This design comes from an exercise in tuning for small area, a short achievable clock period and few clock cycles per item on the open sky130 flow, not from production work.

Setup of v34:
==> flow/design.v (excerpt) <==
module lc4_processor(input wire         clk,
                     input wire         rst,
                     input wire         gwe,
                     output wire [15:0] o_cur_pc,
                     input wire [15:0]  i_cur_insn_A,
                     input wire [15:0]  i_cur_insn_B,
                     output wire [15:0] o_dmem_addr,
                     input wire [15:0]  i_cur_dmem_data,
                     output wire        o_dmem_we,
                     output wire [15:0] o_dmem_towrite,
                     output wire [ 1:0] test_stall_A,
                     output wire [ 1:0] test_stall_B,
                     output wire [15:0] test_cur_pc_A,
                     output wire [15:0] test_cur_pc_B,
                     output wire [15:0] test_cur_insn_A,
                     output wire [15:0] test_cur_insn_B,
                     output wire        test_regfile_we_A,
                     output wire        test_regfile_we_B,
                     output wire [ 2:0] test_regfile_wsel_A,
                     output wire [ 2:0] test_regfile_wsel_B,
                     output wire [15:0] test_regfile_data_A,
                     output wire [15:0] test_regfile_data_B,
                     output wire        test_nzp_we_A,
                     output wire        test_nzp_we_B,
                     output wire [ 2:0] test_nzp_new_bits_A,
                     output wire [ 2:0] test_nzp_new_bits_B,
                     output wire        test_dmem_we_A,
                     output wire        test_dmem_we_B,
                     output wire [15:0] test_dmem_addr_A,
                     output wire [15:0] test_dmem_addr_B,
                     output wire [15:0] test_dmem_data_A,
                     output wire [15:0] test_dmem_data_B,
  ...
Size in the first run: ~3300 cells after synthesis, ~360 flip-flops, ~310 I/O pins, ~31000 sq um of cells after synthesis.
make LEC_CHECK=0 CAP_MARGIN=50 CORE_MARGIN=2 CORE_UTILIZATION=40 SLEW_MARGIN=70 finish   # period 38.0 ns
run.sh (not shown) runs the stock make flow with config.mk's settings and CLKGATE_MAP_FILE= SYNTH_SCRIPT=/design/flow/synth_recipe.tcl, a recipe that flattens the netlist after the stock synthesis.
## Diff of input files: v4 against v34
--- a/flow/design.v
+++ b/flow/design.v
@@ -75,12 +75,13 @@
                      output wire [15:0] seven_segment_data,
                      output wire [ 7:0] led_data
                      );
    localparam S   = 2;                        
    localparam NCH = 16 / S;                   
    reg [15:0] pc;                             
+   reg [15:0] pc_o;                           
    reg        d_valid;                        
    reg [15:0] d_insn;                         
    reg        m_valid;                        
    reg [15:0] m_pc, m_insn, m_res, m_sdata;
    reg [15:0] m_addr;                         
    reg        m_rwe, m_nzp_we, m_load, m_store_we;
@@ -193,18 +194,18 @@
    wire [2:0] dv_cnt_n = sk4 ? 3'd6 : sk8 ? 3'd4 : dv_cnt + 3'd1;
    wire [15:0] pc1 = pc;                      
    wire [15:0] d_pc = pc - 16'd1;
    reg [15:0] x_res;
    always @(*) begin
       case (op)
-        4'b0001: x_res = is_mul ? mul_res : is_div ? div_res : sum[15:0];
+        4'b0001: x_res = is_mul ? mul_res : sum[15:0];
         4'b0010: x_res = cmp_res;
         4'b0101: x_res = logic_res;
         4'b0110, 4'b0111: x_res = sum[15:0];
         4'b1001: x_res = imm9;
-        4'b1010: x_res = is_mod ? mod_res : (I[5:4] == 2'b00) ? shl : shr;
+        4'b1010: x_res = (I[5:4] == 2'b00) ? shl : shr;
         4'b1101: x_res = {I[7:0], a[7:0]};
         default: x_res = pc1;    
       endcase
    end
    wire m_nzw = m_valid & m_nzp_we;
    wire [2:0] m_nzp_bits = {m_res[15], m_res == 16'd0, ~m_res[15] & (m_res != 16'd0)};
@@ -221,20 +222,22 @@
    wire [15:0] w_data_n = m_load ? i_cur_dmem_data : m_store_we ? m_sdata : m_res;
    wire m_mem = m_load | m_store_we;
    always @(posedge clk) begin
       if (gwe) begin
          if (rst) begin
             pc      <= 16'h8200;
+            pc_o    <= 16'h8200;
             d_valid <= 1'b0;
             m_valid <= 1'b0;
             w_stall <= 1'b1;
             nzp     <= 3'b000;
             dv_cnt  <= 3'd0;
          end else begin
             if (!x_stall) begin
                pc      <= redirect ? tgt : pc + 16'd1;
+               pc_o    <= redirect ? tgt : pc_o + 16'd1;
                d_valid <= ~redirect;
                d_insn  <= i_cur_insn_A;
             end
             if (d_valid & is_divmod & ~lu_stall)
                dv_cnt <= div_stall ? dv_cnt_n : 3'd0;
             m_valid <= d_valid & ~x_stall;
@@ -242,13 +245,13 @@
             if (~w_stall & w_nzp_we) nzp <= w_nzp;
          end
          dv_r  <= dv_r_n;
          dv_aq <= dv_aq_n;
          m_pc       <= d_pc;
          m_insn     <= d_insn;
-         m_res      <= x_res;
+         m_res      <= is_divmod ? (is_div ? div_res : mod_res) : x_res;    
          m_addr     <= sum[15:0];
          m_sdata    <= rt_val;
          m_rwe      <= x_rwe;
          m_nzp_we   <= x_nzp_we;
          m_wsel     <= x_wsel;
          m_load     <= op_ldr;
@@ -271,13 +274,13 @@
          if (gwe) begin
             if (rst) rf[g] <= 16'd0;
             else if (m_valid & m_rwe & (m_wsel == g)) rf[g] <= m_load ? i_cur_dmem_data : m_res;
          end
       end
    end endgenerate
-   assign o_cur_pc       = pc;
+   assign o_cur_pc       = pc_o;
    assign o_dmem_addr    = m_addr;
    assign o_dmem_we      = m_store_we;
    assign o_dmem_towrite = m_sdata;
    assign test_stall_A        = {1'b0, w_stall};
    assign test_cur_pc_A       = w_pc;
    assign test_cur_insn_A     = w_insn;
## What came out
When v4 is measured against v34, its number of diodes added for antenna fixing turns out 3 lower. Largest incremental delay on the critical path (v4 over v34): decrease, 0.04 ns. Of v34 and v4, the run reporting the lower sequential share of layout area was v34. Compared with v34, in v4 via count +1.4%; met2 layer usage reported by global route went up by 0.72 points; area of all placed cells without fillers +840 sq um. Run comparison: v34 timing endpoint of the critical path o_dmem_we; v4 timing endpoint of the critical path test_dmem_data_A[0]. Looking only at worst path buffer plus inverter count, and setting everything else aside, the lower value of v34 and v4 goes to v4. Detail-routed via count per cell | v4 above v34. Compared with v34, v4 shows a higher sequential cell area. Synthesized cell count, v34 and v4, higher one = v4. Going from v34 to v4, the site row count was found to have gone up by about 1%.
No functional check of the RTL was part of any run of this note.

==> static timing again, ports no longer ideal <==
The flow's constraints put no driver on any port. The routed layouts listed below were extracted and timed again, unchanged, in two steps.
Step 1, drivers: a clkbuf_16 drives clk and a buf_2 each remaining input, both assumed.
Step 2 moves the port delays by t, midway between the first and last clock arrival at a register: inputs arrive t later, outputs are due t later. That takes back most of the time a late clock gives input paths.
a / b / c = ideal / step 1 / step 2; a / b = the first two.
run | t, ns | slack for setup (ns) | worst setup path after step 2 | pins driven straight from the clock port
v34 | 0.657 | 28.460 / 28.393 / 28.588 | register to register | 1
v4 | 0.637 | 28.479 / 28.417 / 28.533 | input to register | 1
After both steps every run listed still meets setup and hold.
